This design comes from an exercise in tuning for small area, a short achievable clock period and few clock cycles per item on the open sky130 flow, not from production work. Function was checked by simulation only, so behaviour that the tests miss may differ from the original. No driver is modelled on the clock port, so clocking that relies on it looks cheaper here than on a real chip.

==> design/flow/design.v <==
module skinny_top (
    input               clock,
    input               reset,
    input               start,
    input [7:0]         input_plaintext,
    input [23:0]        input_tweakey,
    output              ready,
    output              done,
    output [127:0]      ciphertext
);
    reg [127:0] st;      
    reg [383:0] tk;      
    reg         loading;
    reg [3:0]   lcnt;
    reg         busy;
    reg [5:0]   rc;
    reg         done_r;
    reg         ready_r;
    reg         idle_n;      
    wire last = (rc == 6'h0A);    
    assign ready      = ready_r;
    assign done       = done_r;
    assign ciphertext = st;
    reg loading_n, busy_n;
    always @(*) begin
        loading_n = loading;
        busy_n    = busy;
        if (loading) begin
            if (lcnt == 4'd15) begin
                loading_n = 1'b0;
                busy_n    = 1'b1;
            end
        end else if (busy) begin
            if (last)
                busy_n = 1'b0;
        end else if (start) begin
            loading_n = 1'b1;
        end
    end
    always @(posedge clock or posedge reset) begin
        if (reset) begin
            loading <= 1'b0;
            lcnt    <= 4'd0;
            busy    <= 1'b0;
            rc      <= 6'd0;
            done_r  <= 1'b0;
            ready_r <= 1'b0;
            idle_n  <= 1'b1;
        end else begin
            done_r  <= busy & last;
            loading <= loading_n;
            busy    <= busy_n;
            idle_n  <= ~busy_n;
            ready_r <= ~loading_n & ~busy_n;
            lcnt    <= loading ? lcnt + 4'd1 : 4'd1;
            rc      <= busy ? {rc[4:0], rc[5] ^ rc[4] ^ 1'b1} : 6'h01;
        end
    end
    wire [127:0] st_rnd = round(st, tk, rc);
    wire [383:0] tk_rnd = {tk_sched1(tk[383:256]), tk_sched2(tk[255:128]), tk_sched3(tk[127:0])};
    always @(posedge clock) begin
        st <= ({128{busy}} & st_rnd) | ({128{idle_n}} & {st[119:0], input_plaintext});
        tk <= ({384{busy}} & tk_rnd) | ({384{idle_n}} & {tk[359:0], input_tweakey});
    end
    function [7:0] sbox;
        input [7:0] a;
        reg x0, x1, x2, x3, x4, x5, x6, x7;
        begin
            {x7, x6, x5, x4, x3, x2, x1, x0} = a;
            x0 = x0 ^ ~(x2 | x3);
            x4 = x4 ^ ~(x6 | x7);
            x5 = x5 ^ ~(x0 | x4);
            x6 = x6 ^ ~(x1 | x2);
            x7 = x7 ^ ~(x5 | x6);
            x1 = x1 ^ ~(x3 | x0);
            x2 = x2 ^ ~(x7 | x1);
            x3 = x3 ^ ~(x4 | x5);
            sbox = {x5, x4, x0, x3, x1, x6, x7, x2};
        end
    endfunction
    function [127:0] round;
        input [127:0] s;
        input [383:0] k;
        input [5:0]   c;
        reg [7:0] e [0:15];    
        reg [7:0] l [0:15];    
        reg [7:0] ne [0:15];
        reg [7:0] nl [0:15];
        reg x0, x1, x2, x3, x4, x5, x6, x7, y0, y1, y2;
        integer i;
        begin
            for (i = 0; i < 16; i = i + 1) begin
                {x7, x6, x5, x4, x3, x2, x1, x0} = s[127 - 8*i -: 8];
                x0 = x0 ^ ~(x2 | x3);
                x4 = x4 ^ ~(x6 | x7);
                x5 = x5 ^ ~(x0 | x4);
                x6 = x6 ^ ~(x1 | x2);
                y0 = ~(x5 | x6);           
                x1 = x1 ^ ~(x3 | x0);
                y1 = ~((x7 ^ y0) | x1);    
                y2 = ~(x4 | x5);           
                e[i] = {x5, x4, x0, x3, x1, x6, x7, x2};
                l[i] = {3'b0, y2, 2'b0, y0, y1};
            end
            e[0] = e[0] ^ {4'h0, c[3:0]};
            e[4] = e[4] ^ {6'h00, c[5:4]};
            e[8] = e[8] ^ 8'h02;
            for (i = 0; i < 8; i = i + 1)
                e[i] = e[i] ^ k[383 - 8*i -: 8] ^ k[255 - 8*i -: 8] ^ k[127 - 8*i -: 8];
            for (i = 0; i < 4; i = i + 1) begin
                ne[i]      = e[i];                   nl[i]      = l[i];
                ne[4 + i]  = e[4  + ((i + 3) % 4)];  nl[4 + i]  = l[4  + ((i + 3) % 4)];
                ne[8 + i]  = e[8  + ((i + 2) % 4)];  nl[8 + i]  = l[8  + ((i + 2) % 4)];
                ne[12 + i] = e[12 + ((i + 1) % 4)];  nl[12 + i] = l[12 + ((i + 1) % 4)];
            end
            for (i = 0; i < 4; i = i + 1) begin
                round[127 - 8*i -: 8]      = (nl[i] ^ nl[8+i]) ^ (nl[12+i] ^ (ne[i] ^ ne[8+i] ^ ne[12+i]));
                round[127 - 8*(4+i) -: 8]  = nl[i] ^ ne[i];
                round[127 - 8*(8+i) -: 8]  = (nl[4+i] ^ nl[8+i]) ^ (ne[4+i] ^ ne[8+i]);
                round[127 - 8*(12+i) -: 8] = (nl[i] ^ nl[8+i]) ^ (ne[i] ^ ne[8+i]);
            end
        end
    endfunction
    function [127:0] tk_perm;
        input [127:0] t;
        begin
            tk_perm = {t[55:48], t[7:0], t[63:56], t[23:16],
                       t[47:40], t[15:8], t[31:24], t[39:32],
                       t[127:64]};
        end
    endfunction
    function [127:0] tk_sched1;
        input [127:0] t;
        begin
            tk_sched1 = tk_perm(t);
        end
    endfunction
    function [127:0] tk_sched2;
        input [127:0] t;
        reg [127:0] p;
        integer i;
        begin
            p = tk_perm(t);
            for (i = 0; i < 8; i = i + 1)
                p[127 - 8*i -: 8] = {p[126 - 8*i -: 7], p[127 - 8*i] ^ p[125 - 8*i]};
            tk_sched2 = p;
        end
    endfunction
    function [127:0] tk_sched3;
        input [127:0] t;
        reg [127:0] p;
        integer i;
        begin
            p = tk_perm(t);
            for (i = 0; i < 8; i = i + 1)
                p[127 - 8*i -: 8] = {p[120 - 8*i] ^ p[126 - 8*i], p[127 - 8*i -: 7]};
            tk_sched3 = p;
        end
    endfunction
endmodule
==> design/flow/flow/run.sh <==
#!/bin/bash
# Standard ORFS layout (the standard.sh), with the resizer asked to aim for
# a setup slack margin of 7 ns, so it works the critical paths harder.
set -euo pipefail
bash standard.sh SETUP_SLACK_MARGIN=7 finish > standard_flow.log 2>&1
==> design/flow/standard.sh <==
#!/bin/bash
# synth_recipe.tcl (not shown) runs the flow's synth.tcl, then flattens the netlist and writes it again
# the make line also repeats each setting of config.mk as NAME=value (left out here)
make -C /OpenROAD-flow-scripts/flow DESIGN_CONFIG=/design/flow/config.mk WORK_HOME=/design/flow/orfs CLKGATE_MAP_FILE= SYNTH_SCRIPT=/design/flow/synth_recipe.tcl "${@:-finish}"
==> design/flow/config.mk <==
export PLATFORM = sky130hd
export DESIGN_NAME = skinny_top
export DESIGN_NICKNAME = skinny_top
export VERILOG_FILES = /design/flow/design.v
export SDC_FILE = /design/flow/constraint.sdc
export NUM_CORES = 4
export LEC_CHECK = 0
export CAP_MARGIN = 20
export CORE_MARGIN = 2
export CORE_UTILIZATION = 55
export CTS_CLUSTER_DIAMETER = 120
export CTS_CLUSTER_SIZE = 24
export SLEW_MARGIN = 20
==> design/flow/constraint.sdc <==
create_clock -name core_clock -period 10.0 [get_ports {clock}]
set_input_delay 2.0000 -clock core_clock [delete_from_list [all_inputs] [get_ports {clock}]]
set_output_delay 2.0000 -clock core_clock [all_outputs]
set_load 0.01 [all_outputs]
==> flow_metrics.py, run 1 <==
metrics = {
    "run_status": {
        "status": "no timing/DRC/antenna violations",
    },
    "min_path": {
        "hp-class": "reg -> reg",
        "hp-start": "tk[280]",
        "min_delay_path_depth": 1,
        "hold_end": "tk[328]",
    },
    "placed_design": {
        "place_ws_ps": 6844,
        "portBuffers": 164,
        "placedCellCount": 2495,
        "hpwl_um": 51860,
        "gp_congestion": 0.9918,
    },
    "cells_and_area": {
        "drive_above_1_share": 0.2107,
        "syn_to_final_growth_pct": 20.39,
        "layout.cells.most_common": "a22o_1",
        "diodes": 0,
        "most-common-layout-cells": "433 x a22o_1, 384 x dfxtp_1, 283 x xnor2_1",
        "final_cells": 2661,
        "final_util": 0.6709,
        "nNetsFinal": 2186,
    },
    "clocking": {
        "cts_buffers": 25,
        "clockRootBuffer": "clkbuf_16",
        "clk_pin_slew_worst_paths_ps": 110,
        "clock-sinks": 527,
        "cts_hold_buf": 0,
        "htree_levels": 1,
        "clk_latency_ps": 580,
        "cts_tree": "done",
        "cts_buffer_depth": 3,
    },
    "route": {
        "drt_iter0_drc": 1618,
        "drc": 0,
        "routed_wl_um": 70960,
        "wl_per_cell_um": 26.67,
        "drtPass1Iterations": 7,
        "via_per_inst": 6.065,
        "vias": 16140,
        "final_antenna_net_count": 0,
    },
    "grt": {
        "grt_usage": 0.3541,
        "grt_pass1_vias": 15230,
        "grt_pass1_wl_um": 101700,
        "grt_antenna_before_repair": 0,
        "grt_start_max_net_pins": 235,
        "grt-ovfl-total": 0,
    },
    "critical_path": {
        "critPathArrivalTime_ps": 1100,
        "crit_family": "flip-flops",
        "crit_buf_inv": 1,
        "slowest_delay_ps": 400,
        "critPathCaptureType": "output pin",
        "reg2reg_to": "st[100]",
        "path_cells": "buf_6",
        "cp_data_required_time_ps": 8000,
        "path_max_fanout": 1,
        "critPathSlowestCell": "dfrtp_1",
        "critPathKind": "reg -> out",
        "rrSetupSlack_ps": 7070,
        "reg2reg_depth": 9,
        "r2r_start": "st[99]",
        "worst_setup_path_start_kind": "register",
    },
    "floorplan": {
        "rows": 71,
        "io_pins": 165,
        "die_area_mm2": 0.03965,
        "core_area_mm2": 0.03758,
        "die_h_um": 199.1,
        "die_w_um": 199.1,
        "start_util": 0.5573,
    },
    "logic_synthesis": {
        "synth_seq_cells": 527,
        "syn_nets": 1969,
        "synth.yosys.seq_area_share": 0.5074,
        "ys.warnings.count": 5,
        "synth_area_per_cell_um2": 10.84,
        "yosysUniqueCellTypes": 35,
        "syn_inst": 1932,
        "synth_area_mm2": 0.02094,
    },
    "run": {
        "maxCapViolations": 0,
    },
    "sta": {
        "relSlewSlack": 0.3250,
        "worst_pin_slew_ps": 1012,
        "setup_tns_ps": 0,
        "fin_ws_ps": 6897,
        "skew_ps": 23.72,
        "setup_violations": 0,
        "rsz0062_at_grt": "true",
        "hold_viol": 0,
        "fin_crit_ps": 3103,
        "whs_ps": 451.8,
        "clock.fmax_ghz": 0.3222,
        "drv_slew": 0,
        "finalCritPeriodShare": 0.3103,
    },
}
==> synth_stat cells <==
master,instances,area share
nand3_1,18,0.0043
buf_2,3,0.00072
mux2i_1,15,0.0072
nand3b_1,15,0.0054
nand2_1,124,0.022
or2_4,1,0.00042
nor3_1,8,0.0019
xnor3_4,1,0.0013
nor2_1,39,0.0070
o21ai_0,118,0.028
xnor3_1,4,0.0043
and2_1,25,0.0075
a21o_1,1,0.00036
ha_1,2,0.0012
xnor2_1,290,0.12
or3_2,1,0.00036
clkbuf_8,2,0.0013
buf_1,1,0.00018
or3_1,38,0.011
a22o_2,1,0.00048
and3_1,1,0.00030
dfrtp_1,14,0.017
nand4_1,12,0.0036
o21a_1,8,0.0029
xor3_1,3,0.0034
nor4_2,4,0.0024
buf_6,3,0.0016
dfstp_2,1,0.0013
a22o_1,433,0.18
xnor3_2,1,0.0011
xor2_1,114,0.048
nor4bb_1,1,0.00048
clkbuf_1,112,0.020
inv_1,6,0.0011
dfxtp_1,512,0.49
==> per-stage QoR <==
step	area, um^2
5_1_grt	25210
2_1_floorplan	20940
3_3_place_gp	22810
6_report	25210
3_5_place_dp	22810
4_1_cts	25050
==> kinds of logic after synthesis <==
family | after synthesis | share of synthesized area
multiplexers | 15 | 0.007170
AND/OR/NAND/NOR | 287 | 0.06716
AO/OA/AOI/OAI | 561 | 0.2130
flip-flops | 527 | 0.5074
XOR/XNOR | 413 | 0.1791
buffers and inverters | 127 | 0.02497
adder cells (fa/ha/maj) | 2 | 0.001195
==> registers in the layout, indices dropped and copies added, names as in the netlist <==
name     count
busy         1
tk         384
st         128
loading      1
rc           6
ready_r      1
idle_n       1
lcnt         4
done_r       1
==> routing by layer <==
layer  vias up  share of wire  global-route usage  wire (um)
met5         -              0                   0          0
met4         0          0.053              0.1570       3741
met3       141          0.071             0.03376       5006
met2       695           0.45              0.5673      32130
met1      7987           0.42              0.4879      30080
li1       7315              -                   -          -
==> cell type report <==
| type | instances | area [um^2] |
|---|---|---|
| clock buffer | 27 | 633.1 |
| clock inverter | 1 | 8.758 |
| multi-input combinational | 1278 | 9882 |
| tap | 511 | 639.4 |
| timing repair buffer | 311 | 2943 |
| inverter | 6 | 22.52 |
| sequential | 527 | 11080 |
| fill | 2995 | 12370 |
==> what timing repair did <==
| action | in CTS | in global routing |
|---|---|---|
| pin swaps | 1 | 0 |
| endpoints found under the setup margin | 335 | 358 |
| endpoints found under the hold margin | 0 | 0 |
| resized for setup | 917 | 16 |
| buffers inserted | 129 | 9 |
==> worst max path at each step <==
stage / end / start / slack (ps) / cells after the start
floorplan: st[120] / st[42] / 7420 / 9
global placement: st[46] / idle_n / 6820 / 4
detailed placement: tk[209] / idle_n / 6840 / 3
CTS: tk[209] / idle_n / 6840 / 3
global route: ready / ready_r / 6870 / 1
finish: ready / ready_r / 6900 / 1
Testbench counts, summed over its fixed seeds: cycles 27,656, items 384.
==> run 2, diff against run 1 <==
--- a/design/flow/config.mk
+++ b/design/flow/config.mk
@@ -9,4 +9,4 @@
 export CORE_MARGIN = 2
-export CORE_UTILIZATION = 55
-export CTS_CLUSTER_DIAMETER = 120
+export CORE_UTILIZATION = 70
+export CTS_CLUSTER_DIAMETER = 100
 export CTS_CLUSTER_SIZE = 24
==> flow_metrics.py, run 2 <==
metrics = {
    "route": {
        "vias": 17070,
        "via_per_inst": 6.742,
        "final_antenna_net_count": 0,
        "drt_iter0_drc": 2502,
        "routed_wl_um": 70200,
        "wl_per_cell_um": 27.73,
        "drc": 0,
        "drtPass1Iterations": 6,
    },
    "sta": {
        "hold_viol": 0,
        "skew_ps": 19.59,
        "relSlewSlack": 0.1983,
        "drv_slew": 0,
        "rsz0062_at_grt": "true",
        "setup_violations": 0,
        "finalCritPeriodShare": 0.3107,
        "setup_tns_ps": 0,
        "worst_pin_slew_ps": 1203,
        "fin_ws_ps": 6893,
        "fin_crit_ps": 3107,
        "clock.fmax_ghz": 0.3218,
    },
    "logic_synthesis": {
        "syn_inst": 1932,
        "synth_largest_area_cell": "dfxtp_1",
        "async_reset_ff_frac": 0.02846,
        "syn_nets": 1969,
        "synth_seq_cells": 527,
        "synthFlopType": "dfxtp_1",
        "synth_area_mm2": 0.02094,
        "yosysUniqueCellTypes": 35,
        "synth_top_cell_area_share": 0.4895,
        "synth.yosys.seq_area_share": 0.5074,
        "synth_area_per_cell_um2": 10.84,
        "synth.most_common_cell": "dfxtp_1",
        "synth_edf_count": 0,
        "synth_common_cells": "512 x dfxtp_1, 433 x a22o_1, 290 x xnor2_1",
        "synth_area_leaders": "dfxtp_1 49%, a22o_1 18%, xnor2_1 12%",
        "ys.warnings.count": 5,
    },
    "grt": {
        "grt_usage": 0.4400,
        "grt_pass1_wl_um": 101500,
        "grt_start_max_net_pins": 247,
        "grt_pass1_vias": 16040,
        "grt_antenna_before_repair": 0,
        "grt-ovfl-total": 0,
    },
    "floorplan": {
        "die_w_um": 177.0,
        "die_h_um": 177.0,
        "rows": 63,
        "io_pins": 165,
        "core_area_mm2": 0.02956,
        "die_area_mm2": 0.03131,
        "start_util": 0.7084,
    },
    "cells_and_area": {
        "largest_reg_flops": 384,
        "layout.area.seq_mm2": 0.01108,
        "drive_above_1_share": 0.2082,
        "diodes": 0,
        "largest-register": "tk",
        "layout.cells.most_common": "a22o_1",
        "n_fill_cell": 1629,
        "reg_top3": "tk x384, st x128, rc x6",
        "nNetsFinal": 2178,
        "fin_area_mm2": 0.02502,
        "multiInputGateArea_mm2": 0.009877,
        "syn_to_final_growth_pct": 19.50,
        "most-common-layout-cells": "433 x a22o_1, 384 x dfxtp_1, 283 x xnor2_1",
    },
    "critical_path": {
        "critPathArrivalTime_ps": 1110,
        "slowest_delay_ps": 410,
        "path_max_fanout": 2,
        "critPathCaptureType": "output pin",
        "worst_setup_path_start_kind": "register",
        "crit_buf_inv": 1,
        "crit_family": "flip-flops",
        "critPathKind": "reg -> out",
        "path_cells": "buf_6",
        "critPathSlowestCell": "dfxtp_4",
        "cp_data_required_time_ps": 8000,
    },
    "clocking": {
        "clk_pin_slew_worst_paths_ps": 110,
        "htree_levels": 1,
        "clk_latency_ps": 590,
        "clock-sinks": 527,
        "cts_hold_buf": 0,
        "clockRootBuffer": "clkbuf_16",
        "cts_tree": "done",
        "cts_buffer_depth": 3,
        "cts_buffers": 25,
    },
    "min_path": {
        "hp-class": "reg -> reg",
    },
    "placed_design": {
        "place_ws_ps": 6539,
        "placed_area_mm2": 0.02265,
        "hpwl_um": 47650,
        "portBuffers": 164,
        "gp_congestion": 1.009,
    },
    "run_status": {
        "status": "no timing/DRC/antenna violations",
    },
    "run": {
        "maxCapViolations": 0,
    },
}
[run 2: cell counts after synthesis]
Identical to the previous run, type by type.
[run 2: stage by stage]
step | util | std cells | hold slack [ps]
after floorplan | - | 1932 | 429.5
after global placement | 0.7662 | 2371 | 444.1
after detailed placement | 0.7662 | 2371 | 453.9
after CTS | 0.8411 | 2525 | 463.9
after global routing | 0.8466 | 2532 | 483.9
final | 0.8466 | 2532 | 464.2
[run 2: cells by family (layout without fill, tap and decap cells)]
family	count (synthesis)	count (layout)	share of synthesized area
compound gates	561	561	0.2130
mux	15	15	0.007170
buf+inv	127	337	0.02497
flops	527	527	0.5074
simple gates	287	287	0.06716
xor+xnor	413	413	0.1791
fa+ha+maj	2	2	0.001195
[run 2: final cells by class]
class | count | share of cell area
clock buffer | 27 | 0.02530
timing repair buffer | 303 | 0.1158
clock inverter | 1 | 0.0008000
sequential | 527 | 0.4430
inverter | 6 | 0.0009000
multi-input combinational | 1278 | 0.3947
tap | 390 | 0.01950
[run 2: layer usage]
metal,track usage,part of all wire,vias up
li1,-,-,7304
met1,0.5546,0.36,8279
met2,0.6850,0.44,1187
met3,0.08870,0.11,300
met4,0.2958,0.083,0
met5,0,0,-
[run 2: worst paths after layout]
path	from	to	slack (ps)	depth (start not counted)
min	tk[280]	tk[328]	460	1
min reg2reg	tk[280]	tk[328]	460	1
max in group asynchronous	reset	busy	7820	2
max	st[123]	ciphertext[123]	6890	1
max reg2reg	st[38]	st[112]	6970	9
min in group asynchronous	reset	rc[0]	1760	2
[run 2: repair_timing]
action                     CTS  global route
gates cloned                 0             1
setup buffers              126             6
resized for setup          905            15
setup endpoints to repair  244           154
==> run 3, diff against run 2 <==
==> design/flow/flow/run.sh (replaced) <==
#!/bin/bash
# Standard ORFS layout (the standard.sh), with the resizer asked to aim for
# a setup slack margin of 6.6 ns, so it works the critical paths harder.
set -euo pipefail
bash standard.sh SETUP_SLACK_MARGIN=6.6 finish > standard_flow.log 2>&1
--- a/design/flow/config.mk
+++ b/design/flow/config.mk
@@ -9,4 +9,4 @@
 export CORE_MARGIN = 2
-export CORE_UTILIZATION = 70
-export CTS_CLUSTER_DIAMETER = 100
+export CORE_UTILIZATION = 55
+export CTS_CLUSTER_DIAMETER = 120
 export CTS_CLUSTER_SIZE = 24
==> flow_metrics.py, run 3 <==
metrics = {
    "sta": {
        "fin_crit_ps": 3373,
        "relSlewSlack": 0.2284,
        "rsz0062_at_grt": "true",
        "worst_pin_slew_ps": 1157,
        "drv_slew": 0,
        "finalCritPeriodShare": 0.3373,
        "clock.fmax_ghz": 0.2964,
        "setup_tns_ps": 0,
        "setup_violations": 0,
        "whs_ps": 452.5,
        "hold_viol": 0,
        "skew_ps": 22.85,
    },
    "critical_path": {
        "crit_family": "flip-flops",
        "critPathArrivalTime_ps": 1370,
        "critPathCaptureType": "output pin",
        "path_cells": "dlygate4sd2_1",
        "cp_data_required_time_ps": 8000,
        "critPathSlowestCell": "dfxtp_1",
        "path_max_fanout": 6,
        "crit_buf_inv": 1,
        "slowest_delay_ps": 440,
        "worst_setup_path_start_kind": "register",
        "critPathKind": "reg -> out",
    },
    "grt": {
        "grt_antenna_before_repair": 0,
        "grt_pass1_wl_um": 96970,
        "grt_usage": 0.3395,
        "grt-ovfl-total": 0,
        "grt_pass1_vias": 14460,
        "grt_start_max_net_pins": 235,
    },
    "clocking": {
        "clk_pin_slew_worst_paths_ps": 110,
        "cts_tree": "done",
        "cts_buffers": 25,
        "clock-sinks": 527,
        "clk_latency_ps": 580,
        "cts_buffer_depth": 3,
        "clockRootBuffer": "clkbuf_16",
        "cts_hold_buf": 0,
        "htree_levels": 1,
    },
    "logic_synthesis": {
        "synth_edf_count": 0,
        "synth.most_common_cell": "dfxtp_1",
        "synthFlopType": "dfxtp_1",
        "ys.warnings.count": 5,
        "synth_common_cells": "512 x dfxtp_1, 433 x a22o_1, 290 x xnor2_1",
        "synth_area_per_cell_um2": 10.84,
        "synth_area_mm2": 0.02094,
        "syn_inst": 1932,
        "synth_top_cell_area_share": 0.4895,
        "synth_area_leaders": "dfxtp_1 49%, a22o_1 18%, xnor2_1 12%",
        "syn_nets": 1969,
        "synth.yosys.seq_area_share": 0.5074,
        "yosysUniqueCellTypes": 35,
        "synth_seq_cells": 527,
        "synth_largest_area_cell": "dfxtp_1",
        "async_reset_ff_frac": 0.02846,
    },
    "route": {
        "drt_iter0_drc": 1436,
        "final_antenna_net_count": 0,
        "via_per_inst": 6.065,
        "drc": 0,
        "vias": 15310,
        "wl_per_cell_um": 26.86,
        "routed_wl_um": 67800,
        "drtPass1Iterations": 6,
    },
    "floorplan": {
        "core_area_mm2": 0.03758,
        "start_util": 0.5573,
        "rows": 71,
        "die_area_mm2": 0.03965,
        "die_w_um": 199.1,
        "die_h_um": 199.1,
        "io_pins": 165,
    },
    "run": {
        "maxCapViolations": 0,
    },
    "cells_and_area": {
        "syn_to_final_growth_pct": 12.55,
        "final_util": 0.6272,
        "largest_reg_flops": 384,
        "n_fill_cell": 3202,
        "nNetsFinal": 2049,
        "diodes": 0,
        "layout.cells.most_common": "a22o_1",
        "reg_top3": "tk x384, st x128, rc x6",
        "largest-register": "tk",
        "drive_above_1_share": 0.08048,
        "most-common-layout-cells": "433 x a22o_1, 398 x dfxtp_1, 290 x xnor2_1",
    },
    "run_status": {
        "status": "no timing/DRC/antenna violations",
    },
    "min_path": {
        "hp-class": "reg -> reg",
    },
    "placed_design": {
        "portBuffers": 164,
        "hpwl_um": 51860,
        "gp_congestion": 0.9918,
    },
}
[run 3: logic make-up after synthesis]
logic type,after synthesis,share of synthesized area
AOI/OAI and AO/OA,561,0.2130
DFF,527,0.5074
xor gates and xnor gates,413,0.1791
and+or+nand+nor,287,0.06716
buffers and inverters,127,0.02497
muxes,15,0.007170
adders and majority gates,2,0.001195
[run 3: what timing repair did]
item | CTS | global route
buffers inserted | 1 | 0
gates cloned | 0 | 0
setup endpoints to repair | 130 | 39
gates resized for setup | 288 | 7
[run 3: final cells by class]
class	instances	area, um^2	share of cell area
inverters	6	22.52	0.0009556
clock buffers	27	633.1	0.02686
clock inverters	1	8.758	0.0003716
repair buffers	174	1582	0.06710
flip-flops and latches	527	10890	0.4621
multi-input cells	1278	9792	0.4155
well taps	511	639.4	0.02713
[run 3: metrics by stage]
step                setup slack [ps]  instances  area [um^2]
floorplan                       7416       1932        20940
global placement                6816       2495        22810
detailed placement              6844       2495        22810
CTS                             6348       2524        23550
global route                    6579       2524        23570
finish                          6627       2524        23570
[run 3: path summary, 6_finish.rpt]
| kind | start | end | slack (ps) | depth (start not counted) |
|---|---|---|---|---|
| setup / recovery | st[46] | ciphertext[46] | 6630 | 1 |
| hold / removal | tk[280] | tk[328] | 450 | 1 |
| setup reg to reg | st[62] | st[104] | 6890 | 8 |
| hold reg to reg | tk[280] | tk[328] | 450 | 1 |
| max in group asynchronous | reset | busy | 7810 | 2 |
| min in group asynchronous | reset | ready_r | 1770 | 2 |
[run 3: routing by layer]
layer  wire length [um]  vias up  track usage
met5                  0        -            0
met4               3789        0       0.1689
met3               4525      131      0.03899
met2              30300      565       0.5353
met1              29180     7580       0.4636
li1                   -     7031            -
==> run 4, diff against run 3 <==
==> design/flow/flow/run.sh (replaced) <==
#!/bin/bash
# Standard ORFS layout (the standard.sh), with the resizer asked to aim for
# a setup slack margin of 6.8 ns, so it works the critical paths harder.
set -euo pipefail
bash standard.sh SETUP_SLACK_MARGIN=6.8  finish > standard_flow.log 2>&1
==> flow_metrics.py, run 4 <==
metrics = {
    "logic_synthesis": {
        "synth_area_leaders": "dfxtp_1 49%, a22o_1 18%, xnor2_1 12%",
        "yosysUniqueCellTypes": 35,
        "async_reset_ff_frac": 0.02846,
        "synth.yosys.seq_area_share": 0.5074,
        "synth_area_per_cell_um2": 10.84,
        "ys.warnings.count": 5,
        "synth_edf_count": 0,
        "syn_inst": 1932,
        "syn_nets": 1969,
        "synth.most_common_cell": "dfxtp_1",
        "synth_largest_area_cell": "dfxtp_1",
        "synth_top_cell_area_share": 0.4895,
        "synth_seq_cells": 527,
        "synth_common_cells": "512 x dfxtp_1, 433 x a22o_1, 290 x xnor2_1",
        "synthFlopType": "dfxtp_1",
        "synth_area_mm2": 0.02094,
    },
    "cells_and_area": {
        "largest_reg_flops": 384,
        "syn_to_final_growth_pct": 17.60,
        "n_fill_cell": 3091,
        "final_util": 0.6553,
        "most-common-layout-cells": "433 x a22o_1, 384 x dfxtp_1, 287 x xnor2_1",
        "reg_top3": "tk x384, st x128, rc x6",
        "diodes": 0,
        "drive_above_1_share": 0.1934,
        "largest-register": "tk",
        "fin_area_mm2": 0.02463,
        "layout.cells.most_common": "a22o_1",
        "nNetsFinal": 2156,
    },
    "clocking": {
        "clock-sinks": 527,
        "cts_buffers": 25,
        "cts_hold_buf": 0,
        "htree_levels": 1,
        "clk_latency_ps": 590,
        "clk_pin_slew_worst_paths_ps": 110,
        "cts_tree": "done",
        "clockRootBuffer": "clkbuf_16",
        "cts_buffer_depth": 3,
    },
    "route": {
        "drt_iter0_drc": 1529,
        "vias": 15940,
        "route.met3.wl_um": 5279,
        "wl_met2_um": 31940,
        "wl_met1_um": 29410,
        "drc": 0,
        "wl_per_cell_um": 26.67,
        "drtPass1Iterations": 6,
        "via_per_inst": 6.058,
        "routed_wl_um": 70170,
        "final_antenna_net_count": 0,
        "top_layer_used": "met4",
    },
    "sta": {
        "skew_ps": 26.85,
        "fin_crit_ps": 3182,
        "worst_pin_slew_ps": 1047,
        "rsz0062_at_grt": "false",
        "fin_ws_ps": 6818,
        "setup_tns_ps": 0,
        "finalCritPeriodShare": 0.3182,
        "setup_violations": 0,
        "hold_viol": 0,
        "clock.fmax_ghz": 0.3142,
        "drv_slew": 0,
        "relSlewSlack": 0.3020,
    },
    "critical_path": {
        "critPathSlowestCell": "dfxtp_4",
        "worst_setup_path_start_kind": "register",
        "critPathCaptureType": "output pin",
        "path_cells": "clkdlybuf4s15_2",
        "crit_buf_inv": 1,
        "path_max_fanout": 5,
        "crit_family": "flip-flops",
        "rrSetupSlack_ps": 6900,
        "critPathArrivalTime_ps": 1180,
        "critPathKind": "reg -> out",
        "cp_data_required_time_ps": 8000,
        "slowest_delay_ps": 390,
    },
    "min_path": {
        "hp-class": "reg -> reg",
    },
    "floorplan": {
        "die_w_um": 199.1,
        "die_h_um": 199.1,
        "start_util": 0.5573,
        "rows": 71,
        "core_area_mm2": 0.03758,
        "io_pins": 165,
        "die_area_mm2": 0.03965,
    },
    "placed_design": {
        "placed_area_mm2": 0.02281,
        "hpwl_um": 51860,
        "portBuffers": 164,
        "gp_congestion": 0.9918,
        "place_ws_ps": 6844,
    },
    "grt": {
        "grt_start_max_net_pins": 235,
        "grt-ovfl-total": 0,
        "grt_pass1_vias": 14950,
        "grt_pass1_wl_um": 100200,
        "grt_antenna_before_repair": 0,
        "grt_usage": 0.3505,
    },
    "run": {
        "maxCapViolations": 0,
    },
    "run_status": {
        "status": "no timing/DRC/antenna violations",
    },
}
-- run 4: cell families after synthesis --
family	Yosys count	share of synthesized area
AOI/OAI and AO/OA	561	0.2130
xor gates and xnor gates	413	0.1791
adders and majority gates	2	0.001195
buffers and inverters	127	0.02497
DFF	527	0.5074
muxes	15	0.007170
and+or+nand+nor	287	0.06716
-- run 4: cell type report --
type	count	area [um^2]	share of cell area
sequential	527	11080	0.4500
multi-input combinational	1278	9814	0.3985
timing repair buffer	281	2426	0.09852
tap	511	639.4	0.02596
clock buffer	27	633.1	0.02571
inverter	6	22.52	0.0009145
clock inverter	1	8.758	0.0003557
-- run 4: worst paths after layout --
kind                              start             end  cells past startpoint
worst max register to register   st[39]         st[112]                      9
max in group asynchronous         reset            busy                      2
worst min-delay path            tk[280]         tk[328]                      1
min in group asynchronous         reset         ready_r                      2
worst max-delay path             st[79]  ciphertext[79]                      1
worst min register to register  tk[280]         tk[328]                      1
-- run 4: worst register-to-register path, stage by stage, from the launching register on --
cell and delay [ps]:
dfxtp_4 360, buf_4 160, o21a_1 190, nor4_2 420
mux2i_1 430, mux2i_1 290, xnor2_1 190, xnor2_1 370
xor3_1 380, a22o_1 200
-- run 4: what timing repair did --
action | 4_1_cts | 5_1_grt
gates resized for setup | 628 | 38
setup buffers | 87 | 21
endpoints found under the setup margin | 130 | 251
-- run 4: through the flow --
| step | hold WS, ps | cells |
|---|---|---|
| final | 449.7 | 2631 |
| after global routing | 472.9 | 2631 |
| after CTS | 453.3 | 2610 |
| after detailed placement | 449.2 | 2495 |
| after global placement | 440.2 | 2495 |
| after floorplan | 429.5 | 1932 |
-- run 4: layer usage --
| layer | vias to the layer above | GRT usage |
|---|---|---|
| li1 | 7257 | - |
| met4 | 0 | 0.1542 |
| met5 | - | 0 |
| met3 | 122 | 0.03325 |
| met1 | 7893 | 0.4824 |
| met2 | 666 | 0.5629 |
==> run 5, diff against run 4 <==
==> design/flow/flow/run.sh (replaced) <==
#!/bin/bash
# Standard ORFS layout (the standard.sh), with the resizer asked to aim for
# a setup slack margin of 6.9 ns, so it works the critical paths harder.
set -euo pipefail
bash standard.sh SETUP_SLACK_MARGIN=6.9 'BUFFER_PORTS_ARGS=-buffer_cell sky130_fd_sc_hd__buf_2' finish > standard_flow.log 2>&1
==> flow_metrics.py, run 5 <==
metrics = {
    "run_status": {
        "status": "no timing/DRC/antenna violations",
    },
    "clocking": {
        "clock-sinks": 527,
        "cts_buffer_depth": 3,
        "cts_hold_buf": 0,
        "htree_levels": 1,
        "clk_latency_ps": 590,
        "clockRootBuffer": "clkbuf_16",
        "cts_buffers": 25,
        "clk_pin_slew_worst_paths_ps": 100,
        "cts_tree": "done",
    },
    "grt": {
        "grt_start_max_net_pins": 243,
        "grt_pass1_vias": 15190,
        "grt_pass1_wl_um": 100700,
        "grt-ovfl-total": 0,
        "grt_usage": 0.3513,
        "grt_antenna_before_repair": 0,
    },
    "critical_path": {
        "critPathKind": "reg -> out",
        "worst_setup_path_start_kind": "register",
        "critPathCaptureType": "output pin",
        "critPathSlowestCell": "dfxtp_4",
        "slowest_delay_ps": 410,
        "crit_family": "flip-flops",
        "path_cells": "buf_6",
        "crit_buf_inv": 1,
        "cp_data_required_time_ps": 8000,
        "path_max_fanout": 3,
        "critPathArrivalTime_ps": 1120,
    },
    "cells_and_area": {
        "largest-register": "tk",
        "layout.cells.most_common": "a22o_1",
        "n_fill_cell": 3053,
        "nNetsFinal": 2181,
        "fin_area_mm2": 0.02465,
        "diodes": 0,
        "reg_top3": "tk x384, st x128, rc x6",
        "final_util": 0.6560,
        "largest_reg_flops": 384,
        "drive_above_1_share": 0.2218,
        "syn_to_final_growth_pct": 17.72,
        "most-common-layout-cells": "433 x a22o_1, 384 x dfxtp_1, 287 x xnor2_1",
    },
    "logic_synthesis": {
        "synth_common_cells": "512 x dfxtp_1, 433 x a22o_1, 290 x xnor2_1",
        "async_reset_ff_frac": 0.02846,
        "synth.most_common_cell": "dfxtp_1",
        "ys.warnings.count": 5,
        "synth_area_per_cell_um2": 10.84,
        "syn_inst": 1932,
        "synth_top_cell_area_share": 0.4895,
        "synth_area_leaders": "dfxtp_1 49%, a22o_1 18%, xnor2_1 12%",
        "synth_area_mm2": 0.02094,
        "synthFlopType": "dfxtp_1",
        "synth_seq_cells": 527,
        "yosysUniqueCellTypes": 35,
        "synth_largest_area_cell": "dfxtp_1",
        "synth.yosys.seq_area_share": 0.5074,
        "synth_edf_count": 0,
        "syn_nets": 1969,
    },
    "route": {
        "wl_per_cell_um": 26.52,
        "final_antenna_net_count": 0,
        "drtPass1Iterations": 6,
        "routed_wl_um": 70460,
        "drc": 0,
        "via_per_inst": 6.029,
        "drt_iter0_drc": 1542,
        "vias": 16020,
    },
    "placed_design": {
        "hpwl_um": 50680,
        "placed_area_mm2": 0.02198,
        "gp_congestion": 1.007,
        "portBuffers": 164,
    },
    "sta": {
        "whs_ps": 470.9,
        "rsz0062_at_grt": "true",
        "hold_viol": 0,
        "fin_crit_ps": 3119,
        "skew_ps": 12.07,
        "setup_tns_ps": 0,
        "worst_pin_slew_ps": 959.0,
        "drv_slew": 0,
        "relSlewSlack": 0.3606,
        "setup_violations": 0,
        "clock.fmax_ghz": 0.3206,
        "finalCritPeriodShare": 0.3119,
    },
    "floorplan": {
        "die_area_mm2": 0.03965,
        "core_area_mm2": 0.03758,
        "die_h_um": 199.1,
        "die_w_um": 199.1,
        "io_pins": 165,
        "rows": 71,
        "start_util": 0.5573,
    },
    "run": {
        "maxCapViolations": 0,
    },
    "min_path": {
        "hp-class": "reg -> reg",
    },
}
[run 5: layout make-up]
cell class,instances,area [um^2],area share
clock buffer,28,636.9,0.02583
clock inverter,1,8.758,0.0003553
inverter,6,22.52,0.0009136
multi-input combinational,1278,9827,0.3986
sequential,527,11090,0.4499
tap,511,639.4,0.02594
timing repair buffer,306,2426,0.09841
[run 5: final timing paths]
check                             start             end  slack [ps]  cells after the start
worst min-delay path            lcnt[0]         lcnt[0]         470                      1
worst max register to register   st[46]         st[120]        6940                      9
max in group asynchronous         reset            busy        8130                      2
min in group asynchronous         reset           rc[1]        1450                      2
worst min register to register  lcnt[0]         lcnt[0]         470                      1
worst max-delay path             st[56]  ciphertext[56]        6880                      1
[run 5: through the flow]
stage | std cells | setup slack [ps]
floorplan | 1932 | 7416
global placement | 2494 | 6771
detailed placement | 2494 | 6717
CTS | 2650 | 6695
global route | 2657 | 6848
finish | 2657 | 6881
[run 5: per-layer routing]
layer / vias up / global-route usage / part of all wire
met3: 122 / 0.03983 / 0.061
li1: 7305 / - / -
met5: - / 0 / 0
met4: 0 / 0.1343 / 0.043
met1: 8006 / 0.4728 / 0.43
met2: 587 / 0.5818 / 0.47
[run 5: logic make-up after synthesis]
family,Yosys count,synth area share
compound gates,561,0.2130
flops,527,0.5074
xor+xnor,413,0.1791
simple gates,287,0.06716
buf+inv,127,0.02497
mux,15,0.007170
fa+ha+maj,2,0.001195
[run 5: timing repair]
item | CTS | global route
pin swaps | 0 | 0
setup endpoints to repair | 341 | 286
gates resized for setup | 298 | 53
buffers inserted | 127 | 7
==> run 6, diff against run 5 <==
==> design/flow/flow/run.sh (replaced) <==
#!/bin/bash
# Standard ORFS layout (the standard.sh), with the resizer asked to aim for
# a setup slack margin of 6.9 ns, so it works the critical paths harder.
set -euo pipefail
bash standard.sh SETUP_SLACK_MARGIN=6.9 'BUFFER_PORTS_ARGS=-buffer_cell sky130_fd_sc_hd__buf_4' finish > standard_flow.log 2>&1
==> flow_metrics.py, run 6 <==
metrics = {
    "min_path": {
        "hold_end": "tk[174]",
        "min_delay_path_depth": 1,
        "hp-class": "reg -> reg",
        "hp-start": "tk[150]",
    },
    "grt": {
        "grt_pass1_wl_um": 100400,
        "grt_usage": 0.3478,
        "grt_antenna_before_repair": 0,
        "grt_start_max_net_pins": 203,
        "grt-ovfl-total": 0,
        "grt_pass1_vias": 15240,
    },
    "clocking": {
        "clk_latency_ps": 610,
        "cts_tree": "done",
        "cts_buffer_depth": 3,
        "clk_pin_slew_worst_paths_ps": 110,
        "clockRootBuffer": "clkbuf_16",
        "clock-sinks": 527,
        "htree_levels": 1,
        "cts_buffers": 25,
        "cts_hold_buf": 0,
    },
    "critical_path": {
        "slowest_delay_ps": 410,
        "critPathKind": "reg -> out",
        "cp_data_required_time_ps": 8000,
        "rrSetupSlack_ps": 6920,
        "crit_family": "flip-flops",
        "path_cells": "buf_6",
        "reg2reg_to": "st[116]",
        "reg2reg_depth": 10,
        "crit_buf_inv": 1,
        "path_max_fanout": 6,
        "r2r_start": "st[115]",
        "critPathCaptureType": "output pin",
        "critPathArrivalTime_ps": 1130,
        "critPathSlowestCell": "dfxtp_4",
        "worst_setup_path_start_kind": "register",
    },
    "cells_and_area": {
        "nNetsFinal": 2179,
        "syn_to_final_growth_pct": 19.41,
        "layout.area.seq_mm2": 0.01110,
        "drive_above_1_share": 0.2198,
        "most-common-layout-cells": "433 x a22o_1, 384 x dfxtp_1, 289 x xnor2_1",
        "n_fill_cell": 2999,
        "largest-register": "tk",
        "largest_reg_flops": 384,
        "diodes": 0,
        "reg_top3": "tk x384, st x128, rc x6",
        "multiInputGateArea_mm2": 0.009799,
        "layout.cells.most_common": "a22o_1",
    },
    "sta": {
        "rsz0062_at_grt": "true",
        "drv_slew": 0,
        "finalCritPeriodShare": 0.3131,
        "worst_pin_slew_ps": 1069,
        "whs_ps": 465.0,
        "hold_viol": 0,
        "skew_ps": 23.01,
        "clock.fmax_ghz": 0.3194,
        "relSlewSlack": 0.2871,
        "fin_ws_ps": 6869,
        "setup_violations": 0,
        "setup_tns_ps": 0,
        "fin_crit_ps": 3131,
    },
    "logic_synthesis": {
        "synth_area_leaders": "dfxtp_1 49%, a22o_1 18%, xnor2_1 12%",
        "synthFlopType": "dfxtp_1",
        "synth_seq_cells": 527,
        "syn_inst": 1932,
        "synth_largest_area_cell": "dfxtp_1",
        "synth_area_per_cell_um2": 10.84,
        "synth.most_common_cell": "dfxtp_1",
        "synth_area_mm2": 0.02094,
        "async_reset_ff_frac": 0.02846,
        "yosysUniqueCellTypes": 35,
        "synth_top_cell_area_share": 0.4895,
        "synth_common_cells": "512 x dfxtp_1, 433 x a22o_1, 290 x xnor2_1",
        "synth_edf_count": 0,
        "ys.warnings.count": 5,
        "syn_nets": 1969,
        "synth.yosys.seq_area_share": 0.5074,
    },
    "floorplan": {
        "die_h_um": 199.1,
        "die_area_mm2": 0.03965,
        "start_util": 0.5573,
        "die_w_um": 199.1,
        "io_pins": 165,
        "core_area_mm2": 0.03758,
        "rows": 71,
    },
    "placed_design": {
        "hpwl_um": 49740,
        "gp_congestion": 0.9590,
        "portBuffers": 164,
        "place_ws_ps": 6676,
    },
    "run": {
        "maxCapViolations": 0,
    },
    "route": {
        "drtPass1Iterations": 6,
        "drt_iter0_drc": 1688,
        "final_antenna_net_count": 0,
        "vias": 16090,
        "routed_wl_um": 69910,
        "via_per_inst": 6.062,
        "drc": 0,
        "wl_per_cell_um": 26.34,
    },
    "run_status": {
        "status": "no timing/DRC/antenna violations",
    },
}
-- run 6: changes by cell type in the layout (fill, tap and decap cells not counted), sizes merged --
cell and delta:
buf -2, clkbuf -1
-- run 6: per-layer routing --
layer	up-vias	track usage	routed length [um]
met1	7998	0.4726	29520
met2	649	0.5627	32090
li1	7303	-	-
met3	138	0.03561	4626
met4	0	0.1559	3668
met5	-	0	0
-- run 6: kinds of logic (layout without fill, tap and decap cells) --
logic type | after synthesis | in the layout | share of synthesized area
AO/OA/AOI/OAI | 561 | 561 | 0.2130
flip-flops | 527 | 527 | 0.5074
XOR/XNOR | 413 | 413 | 0.1791
AND/OR/NAND/NOR | 287 | 287 | 0.06716
buffers and inverters | 127 | 338 | 0.02497
multiplexers | 15 | 15 | 0.007170
adder cells (fa/ha/maj) | 2 | 2 | 0.001195
-- run 6: worst max path at each step --
stage                       start              end  slack (ps)  depth (start not counted)
after global placement     idle_n          tk[286]        6710                          3
final                      st[49]   ciphertext[49]        6870                          1
after global routing       st[49]   ciphertext[49]        6830                          1
after detailed placement   idle_n          tk[310]        6680                          3
after CTS                 st[106]  ciphertext[106]        6710                          1
after floorplan            st[42]          st[120]        7420                          9
-- run 6: stage by stage --
step           instances    util  instance area (um^2)
2_1_floorplan       1932       -                 20940
3_3_place_gp        2494  0.5959                 22390
3_5_place_dp        2494  0.5959                 22390
4_1_cts             2646  0.6613                 24850
5_1_grt             2654  0.6655                 25010
6_report            2654  0.6655                 25010
-- run 6: area by class of cell --
| type | count | share of cell area |
|---|---|---|
| clock inverters | 1 | 0.0008006 |
| clock buffers | 27 | 0.02532 |
| repair buffers | 304 | 0.1118 |
| multi-input cells | 1278 | 0.3919 |
| inverters | 6 | 0.0009006 |
| well taps | 511 | 0.02557 |
| flip-flops and latches | 527 | 0.4438 |
-- run 6: repair_timing --
action | 4_1_cts | 5_1_grt
resized for setup | 358 | 20
setup buffers | 124 | 8
endpoints found under the setup margin | 235 | 281
-- run 6: worst reg2reg max path: cells and delay by family, from the launching register on --
family | cells | cell delay, ps
compound gates | 1 | 300
xor+xnor | 4 | 1340
buf+inv | 2 | 280
flops | 1 | 370
simple gates | 3 | 660
==> run 7, diff against run 6 <==
==> design/flow/flow/run.sh (replaced) <==
#!/bin/bash
# Standard ORFS layout (the standard.sh), with the resizer asked to aim for
# a setup slack margin of 6.9 ns, so it works the critical paths harder.
set -euo pipefail
bash standard.sh SETUP_SLACK_MARGIN=6.9  finish > standard_flow.log 2>&1
==> flow_metrics.py, run 7 <==
metrics = {
    "run_status": {
        "status": "no timing/DRC/antenna violations",
    },
    "sta": {
        "worst_pin_slew_ps": 1105,
        "relSlewSlack": 0.2634,
        "setup_tns_ps": 0,
        "setup_violations": 0,
        "rsz0062_at_grt": "true",
        "finalCritPeriodShare": 0.3112,
        "fin_crit_ps": 3112,
        "hold_viol": 0,
        "drv_slew": 0,
        "skew_ps": 20.86,
        "clock.fmax_ghz": 0.3214,
    },
    "min_path": {
        "hp-start": "tk[280]",
        "hp-class": "reg -> reg",
    },
    "route": {
        "via_per_inst": 6.079,
        "wl_per_cell_um": 26.72,
        "drc": 0,
        "final_antenna_net_count": 0,
        "drtPass1Iterations": 5,
        "routed_wl_um": 70980,
        "drt_iter0_drc": 1575,
        "vias": 16150,
    },
    "critical_path": {
        "crit_buf_inv": 1,
        "path_cells": "buf_6",
        "cp_data_required_time_ps": 8000,
        "r2r_start": "st[63]",
        "path_max_fanout": 6,
        "reg2reg_to": "st[104]",
        "crit_path_end": "ciphertext[41]",
        "reg2reg_depth": 9,
        "rrSetupSlack_ps": 6980,
        "critPathKind": "reg -> out",
        "critPathArrivalTime_ps": 1110,
        "worst_setup_path_start_kind": "register",
        "critPathSlowestCell": "dfxtp_4",
        "slowest_delay_ps": 410,
        "critPathCaptureType": "output pin",
        "crit_start": "st[41]",
        "cp_num_cells": 1,
        "crit_family": "flip-flops",
    },
    "cells_and_area": {
        "diodes": 0,
        "largest_reg_flops": 384,
        "layout.cells.most_common": "a22o_1",
        "largest-register": "tk",
        "reg_top3": "tk x384, st x128, rc x6",
        "final_cells": 2657,
        "most-common-layout-cells": "433 x a22o_1, 384 x dfxtp_1, 287 x xnor2_1",
        "syn_to_final_growth_pct": 17.02,
        "nNetsFinal": 2182,
        "drive_above_1_share": 0.2074,
    },
    "floorplan": {
        "core_area_mm2": 0.03758,
        "die_area_mm2": 0.03965,
        "die_w_um": 199.1,
        "start_util": 0.5573,
        "die_h_um": 199.1,
        "io_pins": 165,
        "rows": 71,
    },
    "clocking": {
        "htree_levels": 1,
        "cts_hold_buf": 0,
        "clk_pin_slew_worst_paths_ps": 110,
        "clk_latency_ps": 580,
        "clockRootBuffer": "clkbuf_16",
        "cts_buffer_depth": 3,
        "cts_buffers": 25,
        "clock-sinks": 527,
        "cts_tree": "done",
    },
    "placed_design": {
        "placedCellCount": 2495,
        "gp_congestion": 0.9918,
        "hpwl_um": 51860,
        "portBuffers": 164,
    },
    "logic_synthesis": {
        "async_reset_ff_frac": 0.02846,
        "ys.warnings.count": 5,
        "yosysUniqueCellTypes": 35,
        "synth_top_cell_area_share": 0.4895,
        "synth_largest_area_cell": "dfxtp_1",
        "synth_seq_cells": 527,
        "syn_nets": 1969,
        "syn_inst": 1932,
        "synth_area_mm2": 0.02094,
        "synth_edf_count": 0,
        "synth.yosys.seq_area_share": 0.5074,
        "synth_common_cells": "512 x dfxtp_1, 433 x a22o_1, 290 x xnor2_1",
        "synth_area_leaders": "dfxtp_1 49%, a22o_1 18%, xnor2_1 12%",
        "synth.most_common_cell": "dfxtp_1",
        "synthFlopType": "dfxtp_1",
        "synth_area_per_cell_um2": 10.84,
    },
    "grt": {
        "grt_start_max_net_pins": 235,
        "grt_usage": 0.3546,
        "grt_antenna_before_repair": 0,
        "grt_pass1_vias": 15260,
        "grt_pass1_wl_um": 101800,
        "grt-ovfl-total": 0,
    },
    "run": {
        "maxCapViolations": 0,
    },
}
-- run 7: cell counts after synthesis --
No cell type changed its count.
-- run 7: final cells by class --
cell class | instances | area, um^2
fillers | 3101 | 13070
flip-flops and latches | 527 | 11080
multi-input cells | 1278 | 9838
repair buffers | 307 | 2287
well taps | 511 | 639.4
clock buffers | 27 | 633.1
inverters | 6 | 22.52
clock inverters | 1 | 8.758
-- run 7: layer usage --
metal	part of all wire	GRT usage	up-vias
met2	0.45	0.5652	693
met5	0	0	-
met4	0.054	0.1642	0
met1	0.43	0.4889	8004
met3	0.065	0.03325	146
li1	-	-	7308
-- run 7: cell families (layout without fill, tap and decap cells) --
family                     count (synthesis)  after routing  share of synthesized area
and+or+nand+nor                          287            287                    0.06716
DFF                                      527            527                     0.5074
AOI/OAI and AO/OA                        561            561                     0.2130
adders and majority gates                  2              2                   0.001195
muxes                                     15             15                   0.007170
buffers and inverters                    127            341                    0.02497
xor gates and xnor gates                 413            413                     0.1791
-- run 7: through the flow --
step                  util  area, um^2  worst slack, ps  hold slack [ps]
floorplan                -       20940             7416            429.5
global placement    0.6070       22810             6816            440.2
detailed placement  0.6070       22810             6844            449.2
CTS                 0.6468       24300             6830            453.3
global route        0.6521       24510             6838            477.1
finish              0.6521       24510             6888            452.6
-- run 7: repair_timing --
action | CTS | global route
setup buffers | 129 | 5
setup endpoints to repair | 214 | 76
resized for setup | 787 | 34
-- run 7: worst min-delay path by stage --
stage | end | slack [ps] | cells past startpoint
finish | tk[328] | 450 | 1
floorplan | tk[192] | 430 | 2
CTS | tk[328] | 450 | 1
global placement | tk[71] | 440 | 2
detailed placement | tk[289] | 450 | 1
global route | tk[328] | 480 | 1
==> run 8, diff against run 7 <==
==> design/flow/flow/run.sh (replaced) <==
#!/bin/bash
# Standard ORFS layout (the standard.sh), with the resizer asked to aim for
# a setup slack margin of 7 ns, so it works the critical paths harder.
set -euo pipefail
bash standard.sh SETUP_SLACK_MARGIN=7 'CTS_ARGS=-sink_clustering_enable -repair_clock_nets -sink_clustering_size 24 -sink_clustering_max_diameter 120 -sink_clustering_levels 1' finish > standard_flow.log 2>&1
--- a/design/flow/config.mk
+++ b/design/flow/config.mk
@@ -10,4 +10,2 @@
 export CORE_UTILIZATION = 55
-export CTS_CLUSTER_DIAMETER = 120
-export CTS_CLUSTER_SIZE = 24
 export SLEW_MARGIN = 20
==> flow_metrics.py, run 8 <==
metrics = {
    "cells_and_area": {
        "reg_top3": "tk x384, st x128, rc x6",
        "largest_reg_flops": 384,
        "syn_to_final_growth_pct": 20.39,
        "n_fill_cell": 2995,
        "diodes": 0,
        "drive_above_1_share": 0.2107,
        "layout.cells.most_common": "a22o_1",
        "nNetsFinal": 2186,
        "most-common-layout-cells": "433 x a22o_1, 384 x dfxtp_1, 283 x xnor2_1",
        "multiInputGateArea_mm2": 0.009882,
        "layout.area.seq_mm2": 0.01108,
        "largest-register": "tk",
    },
    "floorplan": {
        "die_h_um": 199.1,
        "die_area_mm2": 0.03965,
        "core_area_mm2": 0.03758,
        "die_w_um": 199.1,
        "rows": 71,
        "io_pins": 165,
        "start_util": 0.5573,
    },
    "route": {
        "drt_iter0_drc": 1618,
        "drc": 0,
        "final_antenna_net_count": 0,
        "vias": 16140,
        "routed_wl_um": 70960,
        "via_per_inst": 6.065,
        "drtPass1Iterations": 7,
        "wl_per_cell_um": 26.67,
    },
    "logic_synthesis": {
        "synth_top_family_by_area": "compound AO/OA/AOI/OAI gates",
        "synth_top_cell_area_share": 0.4895,
        "synth_area_leaders": "dfxtp_1 49%, a22o_1 18%, xnor2_1 12%",
        "synth.yosys.seq_area_share": 0.5074,
        "synth-xor-area-share": 0.1791,
        "syn_inst": 1932,
        "synth_compound_area_frac": 0.2130,
        "yosysUniqueCellTypes": 35,
        "yosys.area_share.simple": 0.06716,
        "synth_area_mm2": 0.02094,
        "ys.warnings.count": 5,
        "synthFlopType": "dfxtp_1",
        "synth_edf_count": 0,
        "synth_area_per_cell_um2": 10.84,
        "synth_fa_ha_area_frac": 0.001195,
        "synthMuxAreaShare": 0.007170,
        "async_reset_ff_frac": 0.02846,
        "synth_common_cells": "512 x dfxtp_1, 433 x a22o_1, 290 x xnor2_1",
        "synth_seq_cells": 527,
        "synth_largest_area_cell": "dfxtp_1",
        "syn_nets": 1969,
        "synth.most_common_cell": "dfxtp_1",
    },
    "grt": {
        "grt-ovfl-total": 0,
        "grt_pass1_wl_um": 101700,
        "grt_usage": 0.3541,
        "grt_start_max_net_pins": 235,
        "grt_antenna_before_repair": 0,
        "grt_pass1_vias": 15230,
    },
    "run_status": {
        "status": "no timing/DRC/antenna violations",
    },
    "placed_design": {
        "gp_congestion": 0.9918,
        "portBuffers": 164,
        "hpwl_um": 51860,
    },
    "clocking": {
        "clk_pin_slew_worst_paths_ps": 110,
        "cts_tree": "done",
        "cts_buffers": 25,
        "htree_levels": 1,
        "cts_buffer_depth": 3,
        "clockRootBuffer": "clkbuf_16",
        "clock-sinks": 527,
        "clk_latency_ps": 580,
        "cts_hold_buf": 0,
    },
    "critical_path": {
        "path_cells": "buf_6",
        "critPathKind": "reg -> out",
        "path_max_fanout": 1,
        "cp_data_required_time_ps": 8000,
        "crit_family": "flip-flops",
        "critPathSlowestCell": "dfrtp_1",
        "slowest_delay_ps": 400,
        "worst_setup_path_start_kind": "register",
        "critPathCaptureType": "output pin",
        "critPathArrivalTime_ps": 1100,
        "crit_buf_inv": 1,
    },
    "sta": {
        "finalCritPeriodShare": 0.3103,
        "skew_ps": 23.72,
        "hold_viol": 0,
        "fin_crit_ps": 3103,
        "clock.fmax_ghz": 0.3222,
        "rsz0062_at_grt": "true",
        "worst_pin_slew_ps": 1012,
        "drv_slew": 0,
        "setup_tns_ps": 0,
        "relSlewSlack": 0.3250,
        "setup_violations": 0,
    },
    "min_path": {
        "hp-class": "reg -> reg",
    },
    "run": {
        "maxCapViolations": 0,
    },
}
[run 8: changes by cell type in the layout (fill, tap and decap cells not counted), sizes merged]
cell | before | now
buf | 273 | 277
[run 8: through the flow]
step | hold WS, ps | area, um^2 | std cells | setup WS (ps) | util
after floorplan | 429.5 | 20940 | 1932 | 7416 | -
after global placement | 440.2 | 22810 | 2495 | 6816 | 0.6070
after detailed placement | 449.2 | 22810 | 2495 | 6844 | 0.6070
after CTS | 453.3 | 25050 | 2652 | 6839 | 0.6667
after global routing | 478.5 | 25210 | 2661 | 6870 | 0.6709
final | 451.8 | 25210 | 2661 | 6897 | 0.6709
[run 8: kinds of logic after synthesis]
group,after synthesis
compound gates,561
xor+xnor,413
fa+ha+maj,2
buf+inv,127
flops,527
mux,15
simple gates,287
[run 8: final cells by class]
type | count | area share
clock buffer | 27 | 0.02511
clock inverter | 1 | 0.0003474
inverter | 6 | 0.0008933
multi-input combinational | 1278 | 0.3920
sequential | 527 | 0.4396
tap | 511 | 0.02536
timing repair buffer | 311 | 0.1167
[run 8: metal layers]
layer  vias up  share of wire  global-route usage
met5         -              0                   0
met3       141          0.071             0.03376
met1      7987           0.42              0.4879
met4         0          0.053              0.1570
met2       695           0.45              0.5673
li1       7315              -                   -
[run 8: path summary, 6_finish.rpt]
| kind | start | end | slack, ps | cells past startpoint |
|---|---|---|---|---|
| hold reg to reg | tk[280] | tk[328] | 450 | 1 |
| max in group asynchronous | reset | busy | 7830 | 2 |
| min in group asynchronous | reset | ready_r | 1770 | 2 |
| setup / recovery | ready_r | ready | 6900 | 1 |
| hold / removal | tk[280] | tk[328] | 450 | 1 |
| setup reg to reg | st[99] | st[100] | 7070 | 9 |
[run 8: timing repair]
| item | in CTS | in global routing |
|---|---|---|
| gates resized for setup | 917 | 16 |
| setup buffers | 129 | 9 |
| endpoints found under the setup margin | 335 | 358 |
| pin swaps | 1 | 0 |
==> run 9, diff against run 8 <==
==> design/flow/flow/run.sh (replaced) <==
#!/bin/bash
# Standard ORFS layout (the standard.sh), with the resizer asked to aim for
# a setup slack margin of 6.95 ns, so it works the critical paths harder.
set -euo pipefail
bash standard.sh SETUP_SLACK_MARGIN=6.95 POST_CTS_TCL=$PWD/flow/post_cts.tcl RECOVER_MARGIN=7.0 finish > standard_flow.log 2>&1
==> design/flow/flow/post_cts.tcl (new file) <==
set block [ord::get_db_block]
set root [$block findInst clkbuf_0_clock]
if { $root != "NULL" } {
  set in_net [[$root findITerm A] getNet]
  set out_net [[$root findITerm X] getNet]
  set loads {}
  foreach it [$out_net getITerms] {
    if { [$it getInst] != $root } { lappend loads $it }
  }
  if { [llength $loads] <= 4 } {
    foreach it $loads {
      $it disconnect
      $it connect $in_net
    }
    odb::dbInst_destroy $root
    odb::dbNet_destroy $out_net
    puts "post_cts: clock port now drives [llength $loads] clock buffers directly"
  } else {
    puts "post_cts: root buffer drives [llength $loads] cells, left in place"
  }
}
if { [info exists ::env(RECOVER_MARGIN)] } {
  estimate_parasitics -placement
  set_clock_uncertainty -setup $::env(RECOVER_MARGIN) [all_clocks]
  report_worst_slack -max
  report_design_area
  repair_timing -recover_power 100
  report_worst_slack -max
  report_design_area
  set_clock_uncertainty -setup 0 [all_clocks]
  detailed_placement
  check_placement -verbose
}
--- a/design/flow/config.mk
+++ b/design/flow/config.mk
@@ -10,2 +10,4 @@
 export CORE_UTILIZATION = 55
+export CTS_CLUSTER_DIAMETER = 120
+export CTS_CLUSTER_SIZE = 24
 export SLEW_MARGIN = 20
==> flow_metrics.py, run 9 <==
metrics = {
    "sta": {
        "whs_ps": 445.4,
        "setup_violations": 0,
        "hold_viol": 0,
        "fin_ws_ps": 6997,
        "fin_crit_ps": 3003,
        "worst_pin_slew_ps": 1015,
        "relSlewSlack": 0.3235,
        "finalCritPeriodShare": 0.3003,
        "skew_ps": 28.87,
        "setup_tns_ps": 0,
        "drv_slew": 0,
        "rsz0062_at_grt": "false",
        "clock.fmax_ghz": 0.3330,
    },
    "grt": {
        "grt_pass1_wl_um": 101500,
        "grt-ovfl-total": 0,
        "grt_pass1_vias": 15280,
        "grt_antenna_before_repair": 1,
        "grt_start_max_net_pins": 235,
        "grt_usage": 0.3532,
    },
    "critical_path": {
        "cp_data_required_time_ps": 8000,
        "critPathCaptureType": "output pin",
        "path_cells": "clkbuf_2",
        "r2r_start": "st[103]",
        "critPathKind": "reg -> out",
        "reg2reg_depth": 8,
        "critPathArrivalTime_ps": 1000,
        "worst_setup_path_start_kind": "register",
        "reg2reg_to": "st[103]",
        "path_max_fanout": 2,
        "crit_start": "st[42]",
        "crit_family": "flip-flops",
        "slowest_delay_ps": 390,
        "crit_buf_inv": 1,
        "critPathSlowestCell": "dfxtp_1",
        "rrSetupSlack_ps": 7010,
    },
    "run": {
        "maxCapViolations": 0,
    },
    "route": {
        "vias": 16070,
        "drtPass1Iterations": 5,
        "wl_per_cell_um": 26.75,
        "drt_iter0_drc": 1522,
        "routed_wl_um": 70930,
        "via_per_inst": 6.058,
        "drc": 0,
        "final_antenna_net_count": 0,
    },
    "placed_design": {
        "placedCellCount": 2495,
        "placed_area_mm2": 0.02281,
        "place_ws_ps": 6844,
        "portBuffers": 164,
        "gp_congestion": 0.9918,
        "hpwl_um": 51860,
    },
    "cells_and_area": {
        "layout.area.seq_mm2": 0.01073,
        "reg_top3": "tk x384, st x128, rc x6",
        "largest-register": "tk",
        "layout.cells.most_common": "dfxtp_1",
        "nNetsFinal": 2177,
        "final_util": 0.6546,
        "n_fill_cell": 3135,
        "drive_above_1_share": 0.1579,
        "largest_reg_flops": 384,
        "final_cells": 2652,
        "fin_area_mm2": 0.02460,
        "syn_to_final_growth_pct": 17.47,
        "most-common-layout-cells": "478 x dfxtp_1, 433 x a22o_1, 284 x xnor2_1",
        "diodes": 0,
        "multiInputGateArea_mm2": 0.009874,
    },
    "min_path": {
        "hold_end": "tk[328]",
        "hp-class": "reg -> reg",
        "hp-start": "tk[280]",
        "min_delay_path_depth": 1,
    },
    "logic_synthesis": {
        "synth_area_per_cell_um2": 10.84,
        "synth.most_common_cell": "dfxtp_1",
        "synth_largest_area_cell": "dfxtp_1",
        "syn_nets": 1969,
        "synth_area_leaders": "dfxtp_1 49%, a22o_1 18%, xnor2_1 12%",
        "synth_area_mm2": 0.02094,
        "async_reset_ff_frac": 0.02846,
        "synth_edf_count": 0,
        "ys.warnings.count": 5,
        "yosysUniqueCellTypes": 35,
        "synth_common_cells": "512 x dfxtp_1, 433 x a22o_1, 290 x xnor2_1",
        "syn_inst": 1932,
        "synth.yosys.seq_area_share": 0.5074,
        "synth_top_cell_area_share": 0.4895,
        "synthFlopType": "dfxtp_1",
        "synth_seq_cells": 527,
    },
    "clocking": {
        "clock-sinks": 527,
        "clk_pin_slew_worst_paths_ps": 110,
        "clk_latency_ps": 450,
        "cts_tree": "done",
    },
    "floorplan": {
        "io_pins": 165,
        "start_util": 0.5573,
        "die_h_um": 199.1,
        "die_area_mm2": 0.03965,
        "rows": 71,
        "core_area_mm2": 0.03758,
        "die_w_um": 199.1,
    },
    "run_status": {
        "status": "no timing/DRC/antenna violations",
    },
}
==> run 9: area by class of cell <==
class	count	area share
sequential	527	0.4361
timing repair buffer	303	0.1105
clock buffer	26	0.02472
tap	511	0.02599
clock inverter	1	0.0003560
inverter	6	0.0009155
multi-input combinational	1278	0.4014
==> run 9: cells by family (layout without fill, tap and decap cells) <==
| group | count (synthesis) | after routing | synth area share |
|---|---|---|---|
| compound gates | 561 | 561 | 0.2130 |
| xor+xnor | 413 | 413 | 0.1791 |
| fa+ha+maj | 2 | 2 | 0.001195 |
| buf+inv | 127 | 336 | 0.02497 |
| flops | 527 | 527 | 0.5074 |
| mux | 15 | 15 | 0.007170 |
| simple gates | 287 | 287 | 0.06716 |
==> run 9: how the worst max path moves through the flow <==
| stage | endpoint | slack [ps] | cells past startpoint |
|---|---|---|---|
| 6_report | ciphertext[42] | 7000 | 1 |
| 2_1_floorplan | st[120] | 7420 | 9 |
| 3_3_place_gp | st[46] | 6820 | 4 |
| 3_5_place_dp | tk[209] | 6840 | 3 |
| 5_1_grt | st[104] | 6950 | 9 |
==> run 9: layer usage <==
layer,track usage,vias up,share of wire
li1,-,7293,-
met1,0.4845,8009,0.43
met2,0.5615,624,0.45
met3,0.03679,137,0.067
met4,0.1667,2,0.055
met5,0,-,0.00018

-- separate check: timing with driven ports --
The results above use ideal ports. As a check the final layouts listed here were re-extracted and re-timed, cells and wires unchanged.
Step 1: set_driving_cell puts a clkbuf_16 on clock and a buf_2 on each other input, an assumption about the parent block.
Step 2, shift: input delay + t, output delay - t, t = (earliest + latest rising clock arrival at the registers) / 2. This alone moves slack from input paths to output paths.
Three values: no drivers, after step 1, after step 2; two values: the first two.
run | t, ns | setup WS [ns] | hold slack, ns | worst setup path at the end
run 1 | 0.628 | 6.897 / 6.840 / 7.063 | 0.452 / 0.452 / 0.452 | input to register
run 2 | 0.636 | 6.893 / 6.839 / 6.974 | 0.464 / 0.464 / 0.464 | register to register
run 3 | 0.627 | 6.627 / 6.569 / 6.889 | 0.453 / 0.453 / 0.453 | register to register
run 4 | 0.629 | 6.818 / 6.762 / 6.902 | 0.450 / 0.450 / 0.450 | register to register
run 5 | 0.637 | 6.881 / 6.825 / 6.941 | 0.471 / 0.471 / 0.471 | register to register
run 6 | 0.655 | 6.869 / 6.812 / 6.921 | 0.465 / 0.465 / 0.465 | register to register
run 7 | 0.629 | 6.888 / 6.831 / 6.978 | 0.453 / 0.453 / 0.453 | register to register
run 8 | 0.628 | 6.897 / 6.840 / 7.063 | 0.452 / 0.452 / 0.452 | input to register
run 9 | 0.506 | 6.997 / 6.927 / 7.002 | 0.445 / 0.445 / 0.445 | input to register
After both steps setup and hold are still met in every run listed.
